Background: an optimization exercise with open tools, aiming at small area. Do not read the settings as production practice.
At most, simulation tests tie the RTL to the original design; equivalence was not proved.

v6:
Design jt34070, start of the top module:
module jt34070(
    input            rst,
    input            clk,
    input            cen,
    output reg       cen2d,      
    input            mode,
    input            dataen,
    input            dump,       
    output reg       xat,
    input      [3:0] din_a,      
    input      [3:0] din_b,      
    output reg [3:0] red,
    output reg [3:0] green,
    output reg [3:0] blue
);
For scale: roughly 770 cells after synthesis, roughly 250 flip-flops, about 28 I/O pins, ~0.0088 mm² of cells after synthesis.
==> module jt34070_colbit, before the edit <==
module jt34070_colbit(
    input  [5:0] n,
    input        en, hold, q,
    output       y
);
wire x0, x1, y_n;
jt34070_nand3  u_x0( .a(n[0]), .b(n[1]), .c(n[2]), .y(x0) );
jt34070_nand3  u_x1( .a(n[3]), .b(n[4]), .c(n[5]), .y(x1) );
jt34070_aoi222 u_ao( .a0(en), .b0(x0), .a1(en), .b1(x1), .a2(hold), .b2(q), .y(y_n) );
jt34070_inv    u_y ( .a(y_n), .y(y) );
endmodule
==> module jt34070_hold3, before the edit <==
module jt34070_hold3(
    input  ea, a, eb, b, hold, q,
    output y
);
wire y_n;
jt34070_aoi222 u_ao( .a0(ea), .b0(a), .a1(eb), .b1(b), .a2(hold), .b2(q), .y(y_n) );
jt34070_inv    u_y ( .a(y_n), .y(y) );
endmodule
==> module jt34070, before the edit <==
module jt34070(
    input            rst,
    input            clk,
    input            cen,
    output reg       cen2d,      
    input            mode,
    input            dataen,
    input            dump,       
    output reg       xat,
    input      [3:0] din_a,      
    input      [3:0] din_b,      
    output reg [3:0] red,
    output reg [3:0] green,
    output reg [3:0] blue
);
reg  [223:0] pal;            
reg  [ 4:0] ldst;            
reg  [ 3:0] dlhi;            
reg  [ 3:0] amux;            
reg         rdokl, phase;
wire        rdok, wr;
wire [ 7:0] wdata;           
wire [ 5:0] wdath;           
wire [31:0] wen, whold;
wire [ 3:0] wlo_n;           
wire [ 7:0] whi_n;
wire [ 3:0] amux_n;
wire [ 3:0] plo_n, phi_n;    
wire [15:0] asel;
wire [13:0] rd_n0;           
wire        e12;
wire        col_en, col_hold, xat_en, xat_hold, dl_en, dl_hold;
wire        am_ea, am_eb, am_hold;
wire [223:0] pal_nx;
wire [ 3:0] dlhi_nx, amux_nx;
wire [11:0] col_nx;
wire        xat_nx;
wire [ 4:0] ldst_nx;
wire        ld_fb, wr_inc, wr_one, ld_hold;
assign rdok  = !mode && !dataen;
assign wr    = cen & rdok & ~rst;
assign wdata = { din_a, din_b };
assign wdath = { din_a[2:1], din_b };
function [4:0] ld_state;
    input integer k;
    integer i;
    reg [4:0] s;
    begin
        s = 5'd0;
        for( i=0; i<k; i=i+1 )
            s = { s[3:0], s[4] ^ s[2] ^ (s[3:0]==4'd0) };
        ld_state = s;
    end
endfunction
genvar gi, gj;
generate
    for( gi=0; gi<4; gi=gi+1 ) begin : wlo
        jt34070_nand3 u( .a(wr), .b(ldst[0]==gi[0]), .c(ldst[1]==gi[1]), .y(wlo_n[gi]) );
    end
    for( gi=0; gi<8; gi=gi+1 ) begin : whi
        jt34070_nand3 u( .a(ldst[2]==gi[0]), .b(ldst[3]==gi[1]), .c(ldst[4]==gi[2]),
            .y(whi_n[gi]) );
    end
    for( gi=0; gi<32; gi=gi+1 ) begin : wdec
        localparam [4:0] S = ld_state(gi);
        jt34070_nor2 u( .a(wlo_n[S[1:0]]), .b(whi_n[S[4:2]]), .y(wen[gi]) );
        jt34070_nor2 v( .a(wen[gi]), .b(rst), .y(whold[gi]) );
    end
endgenerate
generate
    for( gi=0; gi<16; gi=gi+1 ) begin : pent
        for( gj=0; gj<14; gj=gj+1 ) begin : pbit
            if( gj<8 ) begin : lo
                jt34070_hold u( .en(wen[2*gi+1]), .hold(whold[2*gi+1]), .d(wdata[gj]),
                    .q(pal[14*gi+gj]), .y(pal_nx[14*gi+gj]) );
            end else begin : hi
                jt34070_hold u( .en(wen[2*gi]), .hold(whold[2*gi]), .d(wdath[gj-8]),
                    .q(pal[14*gi+gj]), .y(pal_nx[14*gi+gj]) );
            end
        end
    end
endgenerate
always @(posedge clk) pal <= pal_nx;
assign amux_n = ~amux;
generate
    for( gi=0; gi<4; gi=gi+1 ) begin : rpre
        jt34070_nand2 ulo( .a(gi[0] ? amux[0] : amux_n[0]), .b(gi[1] ? amux[1] : amux_n[1]),
            .y(plo_n[gi]) );
        jt34070_nand2 uhi( .a(gi[0] ? amux[2] : amux_n[2]), .b(gi[1] ? amux[3] : amux_n[3]),
            .y(phi_n[gi]) );
    end
    for( gi=0; gi<16; gi=gi+1 ) begin : rdec
        jt34070_nor2 u( .a(plo_n[gi%4]), .b(phi_n[gi/4]), .y(asel[gi]) );
    end
endgenerate
assign col_en   = ~rst & cen & dataen & ~e12;
assign col_hold = ~rst & ( ~cen | (dataen & e12) );
assign xat_en   = ~rst & cen & dataen;
assign xat_hold = ~rst & ~( cen & dataen );
assign dl_en    = ~rst & cen & phase;
assign dl_hold  = ~rst & ~( cen & phase );
assign am_ea    = dl_en;
assign am_eb    = ~rst & cen & ~phase;
assign am_hold  = ~rst & ~cen;
generate
    for( gi=0; gi<14; gi=gi+1 ) begin : rd_bit
        wire [5:0] n;  
        for( gj=0; gj<5; gj=gj+1 ) begin : rd_grp
            jt34070_aoi222 u_aoi(
                .a0( asel[3*gj  ] ), .b0( pal[14*(3*gj  )+gi] ),
                .a1( asel[3*gj+1] ), .b1( pal[14*(3*gj+1)+gi] ),
                .a2( asel[3*gj+2] ), .b2( pal[14*(3*gj+2)+gi] ),
                .y ( n[gj] )
            );
        end
        jt34070_nand2 u_last( .a(asel[15]), .b(pal[14*15+gi]), .y(n[5]) );
        if( gi<12 ) begin : col
            jt34070_colbit u( .n(n), .en(col_en), .hold(col_hold),
                .q( gi<4 ? blue[gi%4] : gi<8 ? green[gi%4] : red[gi%4] ), .y(col_nx[gi]) );
        end
        if( gi==12 ) begin : rep
            assign e12 = ~&n;
        end
        if( gi==13 ) begin : xa
            jt34070_colbit u( .n(n), .en(xat_en), .hold(xat_hold), .q(xat), .y(xat_nx) );
        end
    end
    for( gi=0; gi<4; gi=gi+1 ) begin : dl
        jt34070_hold u( .en(dl_en), .hold(dl_hold), .d(din_a[gi]), .q(dlhi[gi]), .y(dlhi_nx[gi]) );
        jt34070_hold3 v( .ea(am_ea), .a(din_b[gi]), .eb(am_eb), .b(dlhi[gi]), .hold(am_hold),
            .q(amux[gi]), .y(amux_nx[gi]) );
    end
endgenerate
assign wr_inc  = wr & rdokl;
assign wr_one  = wr & ~rdokl;
assign ld_hold = ~( wr | rst );
assign ld_fb   = ldst[4] ^ ldst[2] ^ ( ldst[3:0]==4'd0 );
jt34070_cnt0 u_cnt0( .one(wr_one), .en(wr_inc), .f(ld_fb), .hold(ld_hold), .q(ldst[0]),
    .y(ldst_nx[0]) );
generate
    for( gi=1; gi<5; gi=gi+1 ) begin : cnt
        jt34070_hold u( .en(wr_inc), .hold(ld_hold), .d(ldst[gi-1]), .q(ldst[gi]),
            .y(ldst_nx[gi]) );
    end
endgenerate
always @(posedge clk) begin
    cen2d <= ~phase & cen;
    { red, green, blue } <= col_nx;
    xat    <= xat_nx;
    dlhi   <= dlhi_nx;
    amux   <= amux_nx;
    ldst   <= ldst_nx;
end
always @(posedge clk) begin
    if( rst ) begin
        rdokl <= 0;
        phase <= 0;
    end else if(cen) begin
        rdokl <= rdok;
        phase <= ~phase;
    end
end
endmodule
==> flow/config.mk <==
export PLATFORM = sky130hd
export DESIGN_NAME = jt34070
export DESIGN_NICKNAME = jt34070
export VERILOG_FILES = /design/flow/design.v
export SDC_FILE = /design/flow/constraint.sdc
export NUM_CORES = 4
export LEC_CHECK = 0
export CAP_MARGIN = 20
export CORE_MARGIN = 2
export CORE_UTILIZATION = 80
export CTS_BUF_LIST = sky130_fd_sc_hd__clkbuf_8
export CTS_CLUSTER_DIAMETER = 50
export CTS_CLUSTER_SIZE = 20
export GPL_TIMING_DRIVEN = 0
export SLEW_MARGIN = 20
export SYNTH_HIERARCHICAL = 1
==> flow/constraint.sdc <==
create_clock -name core_clock -period 5.0 [get_ports {clk}]
set_input_delay 1.0000 -clock core_clock [delete_from_list [all_inputs] [get_ports {clk}]]
set_output_delay 1.0000 -clock core_clock [all_outputs]
set_load 0.01 [all_outputs]
standard.sh (not shown) runs the stock make flow with config.mk's settings and CLKGATE_MAP_FILE= SYNTH_SCRIPT=/design/flow/synth_recipe.tcl, a recipe that flattens the netlist after the stock synthesis.
==> flow/flow/run.sh <==
#!/bin/bash
set -euo pipefail
export BUFFER_PORTS_ARGS="-buffer_cell sky130_fd_sc_hd__buf_1"
export CTS_ARGS="-sink_clustering_enable -repair_clock_nets -sink_clustering_size 20 -sink_clustering_max_diameter 50 -buf_list sky130_fd_sc_hd__clkbuf_8 -root_buf sky130_fd_sc_hd__clkbuf_4 -tree_buf sky130_fd_sc_hd__clkbuf_4 -dont_use_dummy_load"
RES=orfs/results/${FLOW_PLATFORM}/jt34070/base
bash standard.sh synth > make_synth.log 2>&1
cp $RES/1_2_yosys.v $RES/1_2_yosys.orig.v
python3 flow/downsize.py ${FLOW_HOME}/platforms/${FLOW_PLATFORM}/lib/sky130_fd_sc_hd__tt_025C_1v80.lib $RES/1_2_yosys.v > downsize.log 2>&1
touch $RES/1_2_yosys.v
bash standard.sh finish > make_finish.log 2>&1
==> flow/flow/downsize.py <==
#!/usr/bin/env python3
"""Swap each combinational cell of a synthesized netlist for the smallest-area
cell of the same family (same function and pins, other drive strength).
Registers and clock cells are left as synthesis made them.
usage: downsize.py LIBERTY NETLIST"""
import re
import sys

lib_path, net_path = sys.argv[1], sys.argv[2]
lib = open(lib_path).read()
cells = {}
for m in re.finditer(r'\n\s*cell\s*\(\s*"?(\w+)"?\s*\)\s*\{', lib):
    name = m.group(1)
    end = lib.find('\n    cell (', m.end())
    body = lib[m.end():end if end > 0 else len(lib)]
    area = float(re.search(r'area\s*:\s*([\d.]+)', body).group(1))
    pins = tuple(sorted(set(re.findall(r'\bpin\s*\(\s*"?(\w+)"?\s*\)', body))))
    seq = ' ff ' in body or 'ff (' in body or 'latch (' in body or 'statetable' in body
    cells[name] = (area, pins, seq)

keep = re.compile(r'__(clk|dly|tap|fill|decap|conb|probe|lpflow|diode|mux2i)')
fam = {}
for name, (area, pins, seq) in cells.items():
    m = re.match(r'(sky130_fd_sc_hd__\w+?)_(\d+)$', name)
    if m and not seq and not keep.search(name):
        fam.setdefault((m.group(1), pins), []).append((area, name))

def best(name):
    if name not in cells:
        return name
    area, pins, seq = cells[name]
    m = re.match(r'(sky130_fd_sc_hd__\w+?)_(\d+)$', name)
    if seq or not m or keep.search(name):
        return name
    cands = fam.get((m.group(1), pins), [])
    a, n = min(cands, default=(area, name))
    return n if a < area else name

net = open(net_path).read()
count = 0
def sub(m):
    global count
    new = best(m.group(2))
    if new != m.group(2):
        count += 1
    return m.group(1) + new + m.group(3)
net = re.sub(r'(^\s*)(sky130_fd_sc_hd__\w+)(\s)', sub, net, flags=re.M)
open(net_path, 'w').write(net)
print(f"downsized {count} cells")
Inputs modified between v6 and v7:
--- a/flow/design.v
+++ b/flow/design.v
@@ -27,6 +27,12 @@
     output y
 );
 assign y = (en & d) | (hold & q);
+endmodule
+module jt34070_oai21(
+    input  a, b, c,
+    output y
+);
+assign y = ~((a | b) & c);
 endmodule
 module jt34070_inv(
     input  a,
@@ -39,19 +45,12 @@
     input        en, hold, q,
     output       y
 );
-wire x0, x1, y_n;
+wire x0, x1, ld_n, hd_n;
 jt34070_nand3  u_x0( .a(n[0]), .b(n[1]), .c(n[2]), .y(x0) );
 jt34070_nand3  u_x1( .a(n[3]), .b(n[4]), .c(n[5]), .y(x1) );
-jt34070_aoi222 u_ao( .a0(en), .b0(x0), .a1(en), .b1(x1), .a2(hold), .b2(q), .y(y_n) );
-jt34070_inv    u_y ( .a(y_n), .y(y) );
-endmodule
-module jt34070_hold3(
-    input  ea, a, eb, b, hold, q,
-    output y
-);
-wire y_n;
-jt34070_aoi222 u_ao( .a0(ea), .b0(a), .a1(eb), .b1(b), .a2(hold), .b2(q), .y(y_n) );
-jt34070_inv    u_y ( .a(y_n), .y(y) );
+jt34070_oai21  u_ld( .a(x0), .b(x1), .c(en), .y(ld_n) );
+jt34070_nand2  u_hd( .a(hold), .b(q), .y(hd_n) );
+jt34070_nand2  u_y ( .a(ld_n), .b(hd_n), .y(y) );
 endmodule
 module jt34070_cnt0(
     input  one, en, f, hold, q,
@@ -77,7 +76,7 @@
 reg  [223:0] pal;            
 reg  [ 4:0] ldst;            
 reg  [ 3:0] dlhi;            
-reg  [ 3:0] amux;            
+reg  [ 3:0] amux_n;          
 reg         rdokl, phase;
 wire        rdok, wr;
 wire [ 7:0] wdata;           
@@ -85,7 +84,7 @@
 wire [31:0] wen, whold;
 wire [ 3:0] wlo_n;           
 wire [ 7:0] whi_n;
-wire [ 3:0] amux_n;
+wire [ 3:0] amux;
 wire [ 3:0] plo_n, phi_n;    
 wire [15:0] asel;
 wire [13:0] rd_n0;           
@@ -93,7 +92,7 @@
 wire        col_en, col_hold, xat_en, xat_hold, dl_en, dl_hold;
 wire        am_ea, am_eb, am_hold;
 wire [223:0] pal_nx;
-wire [ 3:0] dlhi_nx, amux_nx;
+wire [ 3:0] dlhi_nx, amux_n_nx;
 wire [11:0] col_nx;
 wire        xat_nx;
 wire [ 4:0] ldst_nx;
@@ -142,7 +141,7 @@
     end
 endgenerate
 always @(posedge clk) pal <= pal_nx;
-assign amux_n = ~amux;
+assign amux = ~amux_n;
 generate
     for( gi=0; gi<4; gi=gi+1 ) begin : rpre
         jt34070_nand2 ulo( .a(gi[0] ? amux[0] : amux_n[0]), .b(gi[1] ? amux[1] : amux_n[1]),
@@ -188,8 +187,8 @@
     end
     for( gi=0; gi<4; gi=gi+1 ) begin : dl
         jt34070_hold u( .en(dl_en), .hold(dl_hold), .d(din_a[gi]), .q(dlhi[gi]), .y(dlhi_nx[gi]) );
-        jt34070_hold3 v( .ea(am_ea), .a(din_b[gi]), .eb(am_eb), .b(dlhi[gi]), .hold(am_hold),
-            .q(amux[gi]), .y(amux_nx[gi]) );
+        jt34070_aoi222 v( .a0(am_ea), .b0(din_b[gi]), .a1(am_eb), .b1(dlhi[gi]),
+            .a2(am_hold), .b2(amux[gi]), .y(amux_n_nx[gi]) );
     end
 endgenerate
 assign wr_inc  = wr & rdokl;
@@ -209,7 +208,7 @@
     { red, green, blue } <= col_nx;
     xat    <= xat_nx;
     dlhi   <= dlhi_nx;
-    amux   <= amux_nx;
+    amux_n <= amux_n_nx;
     ldst   <= ldst_nx;
 end
 always @(posedge clk) begin
==> run summary <==
Fraction of the cycle the final worst path needs ends up lower on v7. Comparing v7 and v6, the lower compound-cell area share of the yosys netlist is on v7. Non-clock inverter count in the final layout | v7 below v6. Delta (v7 minus v6): half-perimeter wire length after placement now smaller; setup slack now larger; layout filler cell count now larger; delay contributed by the slowest stage of the critical path now smaller; time the final worst path needs with I/O delays and setup now smaller. Total global routing track utilization ends up higher on v6. Compared with v6, v7 shows area after synthesis that has gone down slightly. Going from v6 to v7, routed length on met1 grows by 130 µm. Met2 usage: v7 vs v6 up 0.36 points. Diff v6 -> v7: area used by multi-input combinational logic rose by 0.96%; wire length of the first global-routing pass fell by 390 µm.
Function not checked in v6: the RTL went through the layout flow alone.

==> static timing again, ports no longer ideal <==
The results above use ideal ports. As a check the final layouts listed here were re-extracted and re-timed, cells and wires unchanged. Step 1 assumes that a clkbuf_16 drives the clock port and a buf_2 every other input. Step 2 times the ports against the registers' clock, not the clock port: input delays grow and output delays shrink by t, the midpoint of the rising clock arrivals with the driver on. Slacks: ideal ports / drivers / drivers and shift; pairs: ideal ports / drivers.
| run | t, ns | setup slack, ns | worst setup path at the end | slew at the worst register clock pin (ns) |
|---|---|---|---|---|
| v6 | 0.633 | 0.893 / 0.906 / 0.272 | input to register | 0.12 / 0.12 |
| v7 | 0.623 | 0.922 / 0.937 / 0.315 | input to register | 0.12 / 0.12 |
After both steps setup and hold are still met in every run listed. The setup slack of v6, which loses most, moves by +0.013 ns with the drivers and by -0.621 ns with both steps.
